Background: an optimization exercise with open tools, aiming at small area. Do not read the settings as production practice. Only simulation tests tie the RTL to the original design; equivalence was not proved. Power is estimated from default activity; no workload was simulated.

$ cat design/flow/design.v
module FabUART(input clk,                        
               input reset,                      
               input uart_txrdy,                 
               input uart_rxrdy,                 
               input rx_val_i,                   
               input rx_lock_i,                  
               input rx_error_i,                 
               input crc_error_i,                
               input payload_err_i,              
               input [7:0]uart_data_in,          
               input [15:0]tx_words_in,          
               input [15:0]rx_words_in,          
               input start_test,
               output uart_wen,                  
               output uart_oen,                  
               output start_o,                   
               output clear_o,                   
               output payload_err_o,             
               output crc_err_o,                 
               output connect_o,                 
               output [7:0]uart_data_out         
               );
reg uart_wen_t;
reg uart_oen_t;
reg start_t;
reg clear_t;
reg [7:0]uart_data_out_t;
reg payload_err_t;
reg crc_err_t;
reg data_flag;
reg connect_t;
reg scan_t;
parameter [4:0] INIT =5'b00000;
parameter [4:0] UART_TX_CMD=5'b00001;
parameter [4:0] UART_WAIT0=5'b00010;
parameter [4:0] UART_TX1=5'b00011;
parameter [4:0] UART_WAIT1=5'b00100;
parameter [4:0] UART_TX2=5'b00101;
parameter [4:0] UART_TX_CNT =5'b 00110;
parameter [4:0] UART_WAIT2=5'b00111;
parameter [4:0] UART_TX_CNT1=5'b01000;
parameter [4:0] UART_WAIT3=5'b01001;
parameter [4:0] UART_TX_CNT2=5'b01010;
parameter [4:0] UART_WAIT4=5'b01011; 
parameter [4:0] UART_TX_SCAN =5'b01100;
parameter [4:0] UART_WAIT5=5'b01101;
parameter [4:0] UART_TX_SCAN1=5'b01110;
parameter [4:0] UART_WAIT6=5'b01111;
parameter [4:0] UART_TX_SCAN2=5'b10000;
parameter [4:0] UART_WAIT7=5'b10001; 
parameter [4:0] UART_WAIT1_EXT1=5'b10010;
parameter [4:0] UART_TX3=5'b10011;
parameter [4:0] UART_WAIT1_EXT2=5'b10100;
parameter [4:0] UART_TX4=5'b10101;
parameter [4:0] UART_WAIT1_EXT3=5'b10110;
parameter [4:0] UART_TX5=5'b10111;
reg [4:0] state  ;
always @(posedge clk, negedge reset)begin
  if(reset==1'b0)
    begin
	uart_wen_t <= 1'b1;
	uart_oen_t <= 1'b1;
	uart_data_out_t <= 8'h00;
	state <= INIT;
	start_t <=1'b0;
	clear_t<=1'b0;
	connect_t <=1'b0;
	scan_t<=1'b0;
	payload_err_t <=1'b0;
    crc_err_t <=1'b0;
	data_flag <=1'b0;
    end
  else
    begin
      case (state)
       INIT: 
          begin
	        uart_wen_t <= 1'b1;
           if (uart_rxrdy ==1'b1) 
           begin
			case (uart_data_in)                             
                           8'h61: begin  
                                     start_t <=1'b1;
                                     clear_t <=1'b1;
                      		         uart_oen_t <= 1'b0;               
                                     end                                
                             8'h02:  begin                              
                      		         uart_oen_t <= 1'b0;               
                                     end                              
                             8'h03:  begin                              
                      		         uart_oen_t <= 1'b0;               
                                     end                             
                             8'h62: begin  
                                     scan_t <=1'b1;
                      		         uart_oen_t <= 1'b0;  
		                             state <= UART_TX_SCAN;
                                     end                              
                            8'h63: begin  
                                     start_t <=1'b0;
                      		         uart_oen_t <= 1'b0;  
                                     end                             
                           8'h64: begin  
                                     data_flag <=1'b1;
                                     clear_t <=1'b0;
                      		         uart_oen_t <= 1'b0;  
		                             state <= UART_TX_CMD;
                                     end                                                                                       
                           8'h65: begin  
                                     payload_err_t <=1'b1;
                      		         uart_oen_t <= 1'b0;  
                                     end                             
                           8'h66: begin  
                                     payload_err_t <=1'b0;
                                     clear_t <=1'b1;
                      		         uart_oen_t <= 1'b0;  
                                     end                                                 
                          8'h67: begin  
                                     connect_t <=1'b1;
                      		         uart_oen_t <= 1'b0;  
		                             state <= UART_TX_CNT;
                                     end                              
                          8'h68: begin  
                                     crc_err_t <=1'b1;
                      		         uart_oen_t <= 1'b0;  
                                     end                                
                          8'h69: begin  
                                     crc_err_t <=1'b0;
                                     clear_t <=1'b1;
                      		         uart_oen_t <= 1'b0;  
                                     end                             
                             default : begin                            
                                     clear_t <=1'b0; 
                                     payload_err_t <=1'b0; 
                                     crc_err_t <=1'b0; 
                                     end                             
                         endcase                      
            end
           else 
		   begin
		   state <= INIT;
		   uart_oen_t <= 1'b1;
	       end 
          end
      UART_TX_CMD :
               begin
		        uart_oen_t <= 1'b1;              
	            if (uart_txrdy == 1'b1) begin
				 if(data_flag==1'b1) begin
                   uart_data_out_t <= 8'h06;                                   
				   uart_wen_t <= 1'b0;
                 end
                 else;
                end		  
                else
                begin
				uart_wen_t <= 1'b1;
                state <= UART_WAIT0;
		        end 
               end
      UART_WAIT0:        
               begin
                if (uart_txrdy == 1'b0) 
                 uart_wen_t <= 1'b1;
                else
                 state <= UART_TX1;
               end
      UART_TX1:
               begin
                if (uart_txrdy == 1'b1) begin
				 if(data_flag==1'b1) begin
                   uart_data_out_t <= {3'b000,rx_val_i,rx_error_i,         
                                      rx_lock_i,crc_error_i,payload_err_i};    
                   uart_wen_t <= 1'b0;
                 end
                 else;
                end		  
                else
                begin
				  uart_wen_t <= 1'b1;
				  state <= UART_WAIT1;
		        end 
           end
      UART_WAIT1:
               begin
                if (uart_txrdy == 1'b0) 
                 uart_wen_t <= 1'b1;
                else
                 state <= UART_TX2;
               end
      UART_TX2:
              begin
               if (uart_txrdy == 1'b1) begin
				if(data_flag==1'b1) begin
                   uart_data_out_t <= {{rx_words_in[3:0],tx_words_in[3:0]}};   
				   uart_wen_t <= 1'b0;
                end
                else;
               end		  
               else
               begin
				 uart_wen_t <= 1'b1;
				 state <= UART_WAIT1_EXT1;
		       end 
              end
      UART_WAIT1_EXT1:
               begin
                if (uart_txrdy == 1'b0) 
                    uart_wen_t <= 1'b1;
                else
                   state <= UART_TX3;
               end
      UART_TX3:
             begin
              if (uart_txrdy == 1'b1) begin
			   if(data_flag==1'b1) begin
                   uart_data_out_t <=  {rx_words_in[7:4],tx_words_in[7:4]};    
				   uart_wen_t <= 1'b0;
               end
               else;
              end		  
              else
              begin
				 uart_wen_t <= 1'b1;
				 state <= UART_WAIT1_EXT2;
		      end 
             end
      UART_WAIT1_EXT2:
               begin
                if (uart_txrdy == 1'b0) 
                    uart_wen_t <= 1'b1;
                else
                   state <= UART_TX4;
               end
      UART_TX4:
                begin
                 if (uart_txrdy == 1'b1) begin
				  if(data_flag==1'b1) begin
                   uart_data_out_t <={rx_words_in[11:8],tx_words_in[11:8]};    
				   uart_wen_t <= 1'b0;
                  end
                  else;
                 end		  
                 else
                 begin
				 uart_wen_t <= 1'b1;
				 state <= UART_WAIT1_EXT3;
		         end 
                end
      UART_WAIT1_EXT3:
               begin
                if (uart_txrdy == 1'b0) 
                    uart_wen_t <= 1'b1;
                else
                   state <= UART_TX5;
               end
      UART_TX5:
              begin
               if (uart_txrdy == 1'b1) begin
				if(data_flag==1'b1) begin
                  uart_data_out_t <= {rx_words_in[15:12],tx_words_in[15:12]};  
				  uart_wen_t <= 1'b0;
                end
                else;
               end		  
               else
               begin
				 uart_wen_t <= 1'b1;
				 state <= INIT;
		       end 
              end
      UART_TX_CNT :
               begin
		        uart_oen_t <= 1'b1;              
	            if (uart_txrdy == 1'b1) begin
				 if(connect_t==1'b1) begin
                   uart_data_out_t <= 8'h09;     
				   uart_wen_t <= 1'b0;
                 end
                 else;
                 end		  
                else
                begin
				 uart_wen_t <= 1'b1;
                 state <= UART_WAIT2;
		        end 
               end
      UART_WAIT2:
               begin
                if (uart_txrdy == 1'b0) 
                    uart_wen_t <= 1'b1;
                else
                   state <= UART_TX_CNT1;
               end
      UART_TX_CNT1:
                  begin
                   if (uart_txrdy == 1'b1) begin
				    if(connect_t==1'b1) begin                     
		             uart_data_out_t <= 8'h00;   
				     uart_wen_t <= 1'b0;
                    end
                    else;
                   end		  
                   else
                   begin
				    uart_wen_t <= 1'b1;
				    state <= UART_WAIT3;
		           end 
                  end
      UART_WAIT3:
               begin
                if (uart_txrdy == 1'b0) 
                    uart_wen_t <= 1'b1;
                else
                   state <= UART_TX_CNT2;
               end
      UART_TX_CNT2:
                begin
                 if (uart_txrdy == 1'b1) begin
				  if(connect_t==1'b1) begin                    
		            uart_data_out_t <= 8'h0F;    
				    uart_wen_t <= 1'b0; 
                  end
                  else;
                 end		  
                 else
                 begin
				  uart_wen_t <= 1'b1;
				  state <= UART_WAIT4;
		         end 
                end
      UART_WAIT4:
               begin
                if (uart_txrdy == 1'b0) 
                    uart_wen_t <= 1'b1;
                else
                   state <= INIT;
               end
      UART_TX_SCAN :
                begin
		         uart_oen_t <= 1'b1;              
	             if (uart_txrdy == 1'b1) begin
				  if(scan_t==1'b1) begin                   
                   uart_data_out_t <= 8'h04;    
				   uart_wen_t <= 1'b0;
                  end
                  else;
                 end		  
                 else
                 begin
				 uart_wen_t <= 1'b1;
                 state <= UART_WAIT5;
		         end 
               end
      UART_WAIT5:
               begin
                if (uart_txrdy == 1'b0) 
                    uart_wen_t <= 1'b1;
                else
                   state <= UART_TX_SCAN1;
               end
      UART_TX_SCAN1:
               begin
                if (uart_txrdy == 1'b1) begin
				 if(scan_t==1'b1) begin                   
		           uart_data_out_t <= 8'h00;    
				   uart_wen_t <= 1'b0;
                 end
                 else;
                end		  
                else
                begin
				 uart_wen_t <= 1'b1;
				 state <= UART_WAIT6;
		        end 
              end
      UART_WAIT6:
              begin
                if (uart_txrdy == 1'b0) 
                    uart_wen_t <= 1'b1;
                else
                   state <= UART_TX_SCAN2;
              end
      UART_TX_SCAN2:
              begin
               if (uart_txrdy == 1'b1) begin
				if(scan_t==1'b1) begin                   
		           uart_data_out_t <= 8'h0E;    
				   uart_wen_t <= 1'b0;
                end
                else;
               end		  
               else
               begin
				 uart_wen_t <= 1'b1;
				 state <= UART_WAIT7;
		       end 
             end
      UART_WAIT7:
               begin
                if (uart_txrdy == 1'b0) 
                    uart_wen_t <= 1'b1;
                else
                   state <= INIT;
               end
      default :	state <= INIT;
  endcase
 end
end
assign uart_data_out=uart_data_out_t;
assign start_o=start_t || start_test;
assign uart_wen=uart_wen_t;
assign uart_oen=uart_oen_t;
assign clear_o= clear_t;
assign payload_err_o= payload_err_t;
assign crc_err_o= crc_err_t;
assign connect_o=connect_t;
endmodule
module Count_Checker( input clk_i,                         
                      input reset_n_i,                     
                      input [31:0]data_i,                  
                      input start_i,                       
                      input rx_val_in,                     
                      input usr_data_valid_i,              
                      input clear_i,                       
                      input crc_error_result_i,            
                      output rx_val_o,                     
                      output lock_o,                       
                      output error_o,                      
                      output crc_error_o,                  
                      output [31:0]data_tx_o,              
                      output [31:0]data_rx_o);             
reg [31:0] s_data ;
reg [31:0] s_data_in ;
reg [31:0] s_data_in_d ;
reg [31:0] data_rx_o_reg;
reg start_count ;
reg [1:0]count ;
reg [1:0]crc_count ;
reg s_rx_val ;
reg s_lock ;
reg s_error ;
reg s_crc_error;
always @ (posedge clk_i, negedge reset_n_i)
 if (reset_n_i==1'b0)
    begin
        s_data<= 32'h00000000;
        start_count<=1'b0;
    end
    else 
    begin
      if(start_i==1'b1)begin
      if(usr_data_valid_i==1'b1)begin
        if(start_count==1'b0)begin
        s_data <=data_i;
        start_count<=1'b1;
        end
        else
        s_data <=s_data+1;
        begin
        end
      end
      else
      begin
        s_data<= s_data; 
        start_count<=1'b0;
      end
      end
      else
      begin
        s_data<= 32'h00000000;
        start_count<=1'b0;
      end
    end       
always @ (posedge clk_i, negedge reset_n_i)
 if (reset_n_i==1'b0)
    begin
        s_data_in<= 32'h00000000;
        s_data_in_d<= 32'h00000000;
    end
    else 
    begin
      if(start_i==1'b1)begin
        s_data_in <=data_i;
        if(usr_data_valid_i==1'b1)
        s_data_in_d <=s_data_in;
        else
        s_data_in_d <=s_data_in_d; 
      end
      else
      begin
        s_data_in<= 32'h00000000;
        s_data_in_d<= 32'h00000000;
      end
    end    
always @ (posedge clk_i, negedge reset_n_i)
 if (reset_n_i==1'b0)
    begin
        s_lock<= 1'b0;
        s_error<= 1'b0;
        count<=2'b00;
    end
    else 
    begin
      if(start_i==1'b1)begin
       if(usr_data_valid_i==1'b1)begin
        if(s_data_in_d==data_rx_o_reg)begin
            if(count==2'b11)begin
             s_lock<= 1'b1;
             s_error<= 1'b0;
             count<=2'b00;
            end
            else
            begin
             s_lock<= s_lock;
             s_error<= s_error;
             count<=count+1'b1;
            end
        end
        else
        begin
            if(count==2'b11)begin
             s_lock<= 1'b0;
             s_error<= 1'b1;
             count<=2'b00;
            end
            else
            begin
             s_lock<= s_lock;
             s_error<= s_error;
             count<=count+1'b1;
            end
        end
      end
      else
      begin
        s_lock<= s_lock;
        s_error<= s_error;
        count<=2'b00;
      end
      end
      else
      begin
        s_lock<= 1'b0;
        s_error<= 1'b1;
        count<=2'b00;
      end
    end    
always @ (posedge clk_i, negedge reset_n_i)
 if (reset_n_i==1'b0)
    begin
        s_crc_error<=1'b0;
        crc_count<=2'b00;
    end
    else 
    begin
     if(start_i==1'b1)begin
       if(usr_data_valid_i==1'b1)begin
         if(crc_error_result_i==1'b1)
            crc_count<=crc_count+1'b1;
         else begin
            if(crc_count==2'b11)
            crc_count<=2'b00;
            else
            crc_count<=crc_count;
         end
         if(crc_count==2'b10)begin
            if(clear_i==1'b1)
            s_crc_error<=1'b0;
            else
            s_crc_error<=1'b1;
         end
         else begin
            if(clear_i==1'b1)
            s_crc_error<=1'b0;
            else
            s_crc_error<=s_crc_error;
         end
       end
       else
       begin
         s_crc_error<=s_crc_error;
       end
     end
     else
     begin
        s_crc_error<=1'b0;
     end  
    end   
always @ (posedge clk_i, negedge reset_n_i)
 if (reset_n_i==1'b0)
    begin
        data_rx_o_reg <= 32'h00000000;    
    end
    else 
    begin
        case (usr_data_valid_i)
            1'b1: data_rx_o_reg <= s_data;
            default: data_rx_o_reg <= data_rx_o_reg;
        endcase
    end  
always @ (posedge clk_i, negedge reset_n_i)
 if (reset_n_i==1'b0)
    begin
        s_rx_val <= 1'b0;   
    end
    else 
    begin
        case (start_i)
            1'b0: s_rx_val <= 1'b0;
            1'b1: s_rx_val <= rx_val_in;
            default: s_rx_val <= s_rx_val;
        endcase
    end  
assign lock_o=s_lock;
assign data_tx_o=s_data_in_d;
assign rx_val_o=s_rx_val;
assign error_o=(clear_i)?1'b0:s_error;
assign crc_error_o=(clear_i)?1'b0:s_crc_error;
assign data_rx_o = data_rx_o_reg;
endmodule
module link_test_ctrl(
    input         clk,
    input         reset_n,               
    input         uart_txrdy,
    input         uart_rxrdy,
    input  [7:0]  uart_data_in,
    output        uart_wen,
    output        uart_oen,
    output [7:0]  uart_data_out,
    input         start_test,
    input  [31:0] rx_data_i,
    input         rx_usr_data_valid_i,
    input         rx_val_in,
    input         rx_crc_error_i,
    output        start_o,
    output        clear_o,
    output        payload_err_o,
    output        crc_err_o,
    output        connect_o,
    output        rx_val_o,
    output        lock_o,
    output        error_o,
    output        crc_error_o,
    output [31:0] data_tx_o,
    output [31:0] data_rx_o
);
FabUART u_uart(
    .clk           (clk),
    .reset         (reset_n),
    .uart_txrdy    (uart_txrdy),
    .uart_rxrdy    (uart_rxrdy),
    .rx_val_i      (rx_val_o),
    .rx_lock_i     (lock_o),
    .rx_error_i    (error_o),
    .crc_error_i   (crc_error_o),
    .payload_err_i (error_o),
    .uart_data_in  (uart_data_in),
    .tx_words_in   (data_rx_o[15:0]),
    .rx_words_in   (data_tx_o[15:0]),
    .start_test    (start_test),
    .uart_wen      (uart_wen),
    .uart_oen      (uart_oen),
    .start_o       (start_o),
    .clear_o       (clear_o),
    .payload_err_o (payload_err_o),
    .crc_err_o     (crc_err_o),
    .connect_o     (connect_o),
    .uart_data_out (uart_data_out)
);
Count_Checker u_check(
    .clk_i              (clk),
    .reset_n_i          (reset_n),
    .data_i             (rx_data_i),
    .start_i            (start_o),
    .rx_val_in          (rx_val_in),
    .usr_data_valid_i   (rx_usr_data_valid_i),
    .clear_i            (clear_o),
    .crc_error_result_i (rx_crc_error_i),
    .rx_val_o           (rx_val_o),
    .lock_o             (lock_o),
    .error_o            (error_o),
    .crc_error_o        (crc_error_o),
    .data_tx_o          (data_tx_o),
    .data_rx_o          (data_rx_o)
);
endmodule
$ cat design/flow/run.sh
#!/bin/bash
# synth_recipe.tcl (not shown) runs the flow's synth.tcl, then flattens the netlist and writes it again
# the make line also repeats each setting of config.mk as NAME=value (left out here)
make -C /OpenROAD-flow-scripts/flow DESIGN_CONFIG=/design/flow/config.mk WORK_HOME=/design/flow/orfs CLKGATE_MAP_FILE= SYNTH_SCRIPT=/design/flow/synth_recipe.tcl finish
$ cat design/flow/config.mk
export PLATFORM = sky130hd
export DESIGN_NAME = link_test_ctrl
export DESIGN_NICKNAME = link_test_ctrl
export VERILOG_FILES = /design/flow/design.v
export SDC_FILE = /design/flow/constraint.sdc
export NUM_CORES = 4
export LEC_CHECK = 0
export CAP_MARGIN = 20
export CORE_MARGIN = 2
export CORE_UTILIZATION = 40
export SLEW_MARGIN = 20
$ cat design/flow/constraint.sdc
create_clock -name core_clock -period 8.0 [get_ports {clk}]
set_input_delay 1.6000 -clock core_clock [delete_from_list [all_inputs] [get_ports {clk}]]
set_output_delay 1.6000 -clock core_clock [all_outputs]
set_load 0.01 [all_outputs]
==> summary.md, run 1 <==
| Metric | Value |
|---|---|
| Maximum VDD drop | `0.149 mV` |
| Die ar. | `22,500 sq um` |
| Reg2Reg Depth | `5` |
| Final hold vios | `0` |
| Aggregate routed wire length | `24,100 um` |
| Commonest non-fill, non-tap cell in the layout | `dfrtp_1` |
| Fin crit period | `4.85 ns` |
| Post-synth design cell area | `8510 sq um` |
| Drt drc | `0` |
| Hold WC Path Type | `flip-flop to flip-flop` |
| Post-CTS Resized | `0` |
| Routed vias | `7,023` |
| Setup TNS | `0 ns` |
| Non-filler instance count after layout | `1,241` |
| Core area | `21,000 sq um` |
| Critical path's largest stage delay | `0.63 ns` |
| Starting Density | `0.406` |
| Yosys synthesis warning count | `2` |
| Placed Cells | `1,209` |
| Relative slew margins | `0.270` |
| Hold Path Depth | `1` |
| Multi-input gate area | `4190 sq um` |
| Post-synth EDFFs | `0` |
| CP most frequent cell | `clkdlybuf4s50_1` |
| Hold_ws | `0.443 ns` |
| Crit path launch type | `primary input` |
| Max cap viols | `0` |
| PD cells | `241 nW/um^2` |
| First-pass GRT wire length | `38,100 um` |
| Reg clk slew, reported paths | `0.06 ns` |
| Hold path endpoint | `u_check.count[0]$_DFF_PN0_` |
| Worst Path Class, Setup | `primary input to primary output` |
| Worst reg2reg path endpoint | `u_uart.state[1]$_DFFE_PN0P_` |
| Most common flop cell mapped by yosys | `dfrtp_1` |
| Reg2reg start | `u_uart.state[2]$_DFFE_PN0P_` |
| DPL Wire Length | `16,500 um` |
| Die Y | `150 um` |
| # Post-CTS Setup Buffers | `0` |
| Top-area cell type share of the netlist area | `0.462` |
| Total global routing overflow | `0` |
| Initial DRC count | `504` |
| Critical Path RT | `6.40 ns` |
| R2r setup slk | `5.28 ns` |
| Mapped Nets | `912` |
| Worst skew pair latency | `0.43 ns` |
| Slew @ Worst Pin | `1.08 ns` |
| Antenna-violating nets left | `0` |
| Buffers added on ports | `130` |
| Area contributors post-synth | `dfrtp_1 46%, mux2i_1 5.3%, mux2_2 5.0%, a21oi_1 3.5%, xor2_1 3.2%` |
| Layout cell share with drive strength beyond 1 | `0.0963` |
| Io pins | `131` |
| Leak pwr | `4.55 nW` |
| F_max | `206 MHz` |
| CTS tree | `built` |
| Seq/Total Area, Yosys | `0.468` |
| Biggest fanout along the worst timing path | `48` |
| H-tree Lvls | `4` |
| Final instance area | `10,500 sq um` |
| Die width | `150 um` |
| Post-synthesis cell type count | `76` |
| Gr usage total | `0.221` |
| Clk Tree Root Cell | `clkbuf_16` |
| Crit. End Element | `primary output` |
| Initial antenna violation count | `0` |
| Crit-path slowest cell | `clkdlybuf4s50_1` |
| Register area | `3980 sq um` |
| Final Max Slew Viols | `0` |
| Number of buffers created by CTS | `17` |
| Mapped Cells | `860` |
| Avg Vias per Cell | `5.66` |
| Syn_area_per_cell | `9.89 sq um` |
| Hold-fix buffers, CTS | `0` |
| Status | `no timing/DRC/antenna violations` |
| Skew final | `0.0166 ns` |
| RSZ-0062 raised after global routing | `false` |
| Async set-reset flop share out of synthesis | `1.00` |
| Syn-to-layout area delta | `23.9%` |
| N_diodes | `0` |
| Crit path cell chain | `clkdlybuf4s50_1 -> nor2_4 -> inv_1 -> buf_4 -> clkdlybuf4s50_1` |
| Filler instances | `1,985` |
| Largest net degree at the start of global routing | `86` |
| Pre-CTS WS | `3.14 ns` |
| Wire per inst | `19.4 um` |
| Placed instance area | `9950 sq um` |
| Post-route clock period utilization | `0.606` |
| Vias in the first global route | `6,595` |
| Area leader, netlist | `dfrtp_1` |
| Number of placement rows | `53` |
| Final core utilization | `0.503` |
| Final WS setup | `3.15 ns` |
| Fin nets | `1,005` |
| Hold Startpoint | `u_check.count[0]$_DFF_PN0_` |
| Gpl congestion | `0.882` |
| Setup Viol. Count Final | `0` |
| Post-route total power | `2.54 mW` |
| Clk buf depth | `2` |
| Drt pass-1 iters | `6` |
| Synthesized flop and latch total | `159` |
| Most frequent cells in the layout | `157 x dfrtp_1, 128 x clkdlybuf4s50_1, 67 x nor2_1, 59 x a21oi_1, 45 x mux2i_1` |
| Crit path DAT | `3.25 ns` |
| CTS Sinks | `159` |
## logic make-up after synthesis
group	after synthesis	synth area share
and+or+nand+nor	294	0.192
AOI/OAI and AO/OA	193	0.146
DFF	159	0.468
buffers and inverters	85	0.0409
muxes	83	0.103
xor gates and xnor gates	41	0.0422
adders and majority gates	5	0.00706
## Yosys cell counts, types with 5 or more instances
| library cell | number |
|---|---|
| nor4_1 | 13 |
| nor2_1 | 68 |
| mux2_2 | 38 |
| and3_1 | 9 |
| a221oi_1 | 6 |
| a22oi_1 | 6 |
| o21ai_0 | 37 |
| a211oi_1 | 10 |
| nand3_1 | 21 |
| nor3b_1 | 5 |
| a31oi_1 | 7 |
| and2_1 | 36 |
| nand4_1 | 18 |
| clkbuf_1 | 37 |
| nand2_1 | 44 |
| mux2i_1 | 45 |
| nor3_1 | 13 |
| o221ai_1 | 5 |
| inv_1 | 20 |
| xor2_1 | 31 |
| nor2b_1 | 24 |
| buf_2 | 17 |
| o22ai_1 | 18 |
| buf_1 | 9 |
| xnor2_1 | 10 |
| and4_1 | 5 |
| a21oi_1 | 59 |
| nand2b_1 | 9 |
| dfrtp_1 | 157 |
## where the power goes
group	switching [mW]	total, mW	leakage, nW	internal, mW
combinational	0.386	0.711	2.17	0.325
sequential	0.129	1.01	2.10	0.879
clock	0.346	0.825	0.280	0.479
total	0.860	2.54	4.55	1.68
## cell type report
class / count / area share
Multi-Input combinational cell: 616 / 0.397
Sequential cell: 159 / 0.378
Timing Repair Buffer: 138 / 0.129
Clock buffer: 21 / 0.0437
Tap cell: 275 / 0.0326
Clock inverter: 11 / 0.0125
Inverter: 21 / 0.00748
## critical path, delay by kind of cell
family                 cells  cell delay, ns
and+or+nand+nor            1            0.04
buffers and inverters      4            1.59
## worst max-delay path by stage
| stage | startpoint | to | slack [ns] | depth (start not counted) |
|---|---|---|---|---|
| 5_1_grt | start_test | start_o | 3.04 | 5 |
| 3_5_place_dp | start_test | start_o | 3.14 | 5 |
| 3_3_place_gp | start_test | start_o | 3.13 | 5 |
| 2_1_floorplan | start_test | start_o | 4.08 | 4 |
| 4_1_cts | start_test | start_o | 3.14 | 5 |
| 6_report | start_test | start_o | 3.15 | 5 |
## routing by layer
| metal | vias up | part of all wire | track usage |
|---|---|---|---|
| li1 | 3294 | - | - |
| met1 | 3479 | 0.49 | 0.334 |
| met2 | 219 | 0.44 | 0.323 |
| met3 | 31 | 0.055 | 0.0463 |
| met4 | 0 | 0.017 | 0.0580 |
| met5 | - | 0 | 0 |
==> inputs of run 2 (changes only) <==
==> design/flow/flow/run.sh (new file) <==
#!/bin/bash
# Standard layout with smaller port buffers and a clock tree without dummy loads.
set -o pipefail
cp standard.sh flow/standard.sh.seen 2>/dev/null
export BUFFER_PORTS_ARGS="-buffer_cell sky130_fd_sc_hd__buf_1"
export CTS_ARGS="-sink_clustering_enable -repair_clock_nets -dont_use_dummy_load"
bash standard.sh > standard.log 2>&1
==> design/flow/flow/standard.sh.seen (new file) <==
#!/bin/bash
# The standard flow's own layout of this design, on the ORFS make targets given (by default finish). After
# finish it leaves the final layout's DEF at /design/flow/out/final.def.
set -euo pipefail
make -C /OpenROAD-flow-scripts/flow DESIGN_CONFIG=/design/flow/config.mk WORK_HOME=/design/flow/orfs CLKGATE_MAP_FILE= SYNTH_SCRIPT=/design/flow/synth_recipe.tcl CAP_MARGIN=20 CORE_MARGIN=2 CORE_UTILIZATION=40 SLEW_MARGIN=20 "${@:-finish}"
if [[ -f /design/flow/orfs/results/sky130hd/link_test_ctrl/base/6_final.odb ]]; then
  : # left out here: write the final layout as DEF
fi
==> design/flow/standard.sh (new file) <==
#!/bin/bash
# synth_recipe.tcl (not shown) runs the flow's synth.tcl, then flattens the netlist and writes it again
# the make line also repeats each setting of config.mk as NAME=value (left out here)
make -C /OpenROAD-flow-scripts/flow DESIGN_CONFIG=/design/flow/config.mk WORK_HOME=/design/flow/orfs CLKGATE_MAP_FILE= SYNTH_SCRIPT=/design/flow/synth_recipe.tcl "${@:-finish}"
removed: design/flow/run.sh
==> run 2 against run 1 <==
Net effect: sequential cell count stayed put; largest power group unchanged; count of clock-buffer cells in the layout is 4 lower; sequential power hardly changed; area after synthesis stayed put; still clean on timing, DRC and antenna; critical endpoint unchanged.
==> summary.md, run 2 <==
| Metric | Value |
|---|---|
| Status | `no timing/DRC/antenna violations` |
| Area contributors post-synth | `dfrtp_1 46%, mux2i_1 5.3%, mux2_2 5.0%, a21oi_1 3.5%, xor2_1 3.2%` |
| Die width | `150 um` |
| Syn-to-layout area delta | `12.7%` |
| Crit. End Element | `primary output` |
| Vias in the first global route | `6,476` |
| CTS Sinks | `159` |
| Number of buffers created by CTS | `17` |
| Fin crit period | `4.04 ns` |
| Synthesized flop and latch total | `159` |
| Clk Tree Root Cell | `clkbuf_16` |
| H-tree Lvls | `4` |
| Final instance area | `9590 sq um` |
| Io pins | `131` |
| Hold WC Path Type | `flip-flop to flip-flop` |
| Reg clk slew, reported paths | `0.05 ns` |
| PD cells | `242 nW/um^2` |
| Aggregate routed wire length | `23,600 um` |
| Setup Viol. Count Final | `0` |
| Layout cell share with drive strength beyond 1 | `0.0860` |
| Syn_area_per_cell | `9.89 sq um` |
| Setup TNS | `0 ns` |
| Most common flop cell mapped by yosys | `dfrtp_1` |
| N_diodes | `0` |
| Worst skew pair latency | `0.43 ns` |
| Maximum VDD drop | `0.140 mV` |
| Wire per inst | `19.2 um` |
| Top-area cell type share of the netlist area | `0.462` |
| Post-route clock period utilization | `0.505` |
| Post-synthesis cell type count | `76` |
| Met1 Wirelength | `11,100 um` |
| Commonest cells in the netlist | `157 x dfrtp_1, 68 x nor2_1, 59 x a21oi_1` |
| F_max | `248 MHz` |
| Slew @ Worst Pin | `0.959 ns` |
| Biggest fanout along the worst timing path | `48` |
| Avg Vias per Cell | `5.67` |
| Routed vias | `6,957` |
| Buffers added on ports | `130` |
| Gpl congestion | `0.839` |
| Post-route total power | `2.32 mW` |
| Placed instance area | `9160 sq um` |
| Number of placement rows | `53` |
| Largest net degree at the start of global routing | `65` |
| Final Max Slew Viols | `0` |
| Async set-reset flop share out of synthesis | `1.00` |
| Clk buf depth | `2` |
| Skew final | `0.0218 ns` |
| Post-synth design cell area | `8510 sq um` |
| Critical Path RT | `6.40 ns` |
| Crit path launch type | `primary input` |
| Fin nets | `1,007` |
| Final hold vios | `0` |
| Drt drc | `0` |
| Hold-fix buffers, CTS | `0` |
| Filler instances | `2,090` |
| Area leader, netlist | `dfrtp_1` |
| Drt pass-1 iters | `6` |
| Initial antenna violation count | `0` |
| Multi-input gate area | `4190 sq um` |
| Met3 WL | `1400 um` |
| Antenna-violating nets left | `0` |
| Commonest non-fill, non-tap cell in the layout | `dfrtp_1` |
| Hold_ws | `0.442 ns` |
| DR top layer | `met4` |
| Leak pwr | `4.17 nW` |
| Crit path DAT | `2.44 ns` |
| DPL Wire Length | `16,500 um` |
| Mapped Cells | `860` |
| Initial DRC count | `537` |
| Most frequent cells in the layout | `157 x dfrtp_1, 128 x buf_1, 67 x nor2_1, 59 x a21oi_1, 45 x mux2i_1` |
| Met2 routed WL | `10,600 um` |
| Gr usage total | `0.215` |
| Die Y | `150 um` |
| Total global routing overflow | `0` |
| CTS tree | `built` |
| Worst Path Class, Setup | `primary input to primary output` |
| Max cap viols | `0` |
| Post-synth EDFFs | `0` |
| RSZ-0062 raised after global routing | `false` |
| Starting Density | `0.406` |
| Relative slew margins | `0.355` |
| # Post-CTS Setup Buffers | `0` |
| Post-CTS Resized | `0` |
| Seq/Total Area, Yosys | `0.468` |
| First-pass GRT wire length | `37,000 um` |
| Register area | `3980 sq um` |
| Mapped Nets | `912` |
| Core area | `21,000 sq um` |
| Die ar. | `22,500 sq um` |
| Yosys synthesis warning count | `2` |
| Count leader, synth | `dfrtp_1` |
-- run 2: metal layers --
layer,vias to the layer above,global-route usage
met5,-,0
met4,0,0.0689
met3,28,0.0360
met2,245,0.314
met1,3399,0.325
li1,3285,-
-- run 2: where the power goes --
group	switching, mW	internal [mW]
combinational	0.409	0.263
sequential	0.108	0.880
clock	0.288	0.368
total	0.806	1.51
-- run 2: worst paths after layout --
kind | startpoint | to | cells past startpoint | slack, ns
max reg2reg | u_uart.state[3]$_DFFE_PN0P_ | u_uart.uart_data_out_t[3]$_DFFE_PN0P_ | 5 | 5.51
min in group asynchronous | reset_n | u_check.data_rx_o_reg[13]$_DFFE_PN0P_ | 1 | 1.17
max in group asynchronous | reset_n | u_check.s_data_in_d[30]$_DFFE_PN0P_ | 2 | 5.62
min | u_check.count[0]$_DFF_PN0_ | u_check.count[0]$_DFF_PN0_ | 1 | 0.44
max | start_test | start_o | 5 | 3.96
min reg2reg | u_check.count[0]$_DFF_PN0_ | u_check.count[0]$_DFF_PN0_ | 1 | 0.44
-- run 2: cell families after synthesis --
family / synth area share
buffers and inverters: 0.0409
AND/OR/NAND/NOR: 0.192
XOR/XNOR: 0.0422
multiplexers: 0.103
flip-flops: 0.468
adder cells (fa/ha/maj): 0.00706
AO/OA/AOI/OAI: 0.146
-- run 2: per-stage QoR --
step,util,cells,worst slack (ns)
after CTS,0.457,1228,3.94
final,0.457,1228,3.96
after global placement,0.437,1211,3.83
after global routing,0.457,1228,3.87
after floorplan,-,860,4.08
after detailed placement,0.437,1211,3.83
-- run 2: worst max-delay path, stage by stage --
cell and delay [ns]:
buf_1 0.13, nor2_4 0.05, inv_1 0.04, buf_4 0.41
buf_1 0.20
-- run 2: final cells by class --
cell class                      count  area share
Sequential cell                   159       0.415
Multi-Input combinational cell    616       0.437
Clock buffer                       17      0.0444
Tap cell                          275      0.0359
Timing Repair Buffer              140      0.0595
Inverter                           21     0.00822

-- what the ideal ports hide --
In the flow no input, the clock included, has a driving cell. The finished layouts below were timed again as built, in two steps. Step 1 assumes that a clkbuf_16 drives the clock port and a buf_2 every other input. Step 2 moves the port delays by t, midway between the first and last clock arrival at a register: inputs arrive t later, outputs are due t later. That takes back most of the time a late clock gives input paths. Slacks: ideal ports / drivers / drivers and shift; pairs: ideal ports / drivers.
run | shift t [ns] | slack for setup (ns) | worst hold slack (ns) | clock arrival spread, ns
run 1 | 0.472 | 3.153 / 3.129 / 3.129 | 0.443 / 0.443 / 0.443 | 0.017 / 0.017
run 2 | 0.466 | 3.963 / 3.940 / 3.830 | 0.442 / 0.442 / 0.442 | 0.025 / 0.025
After both steps every run listed still meets setup and hold. For run 2, which loses most, drivers alone change the setup slack by -0.023 ns; drivers and shift together by -0.133 ns.
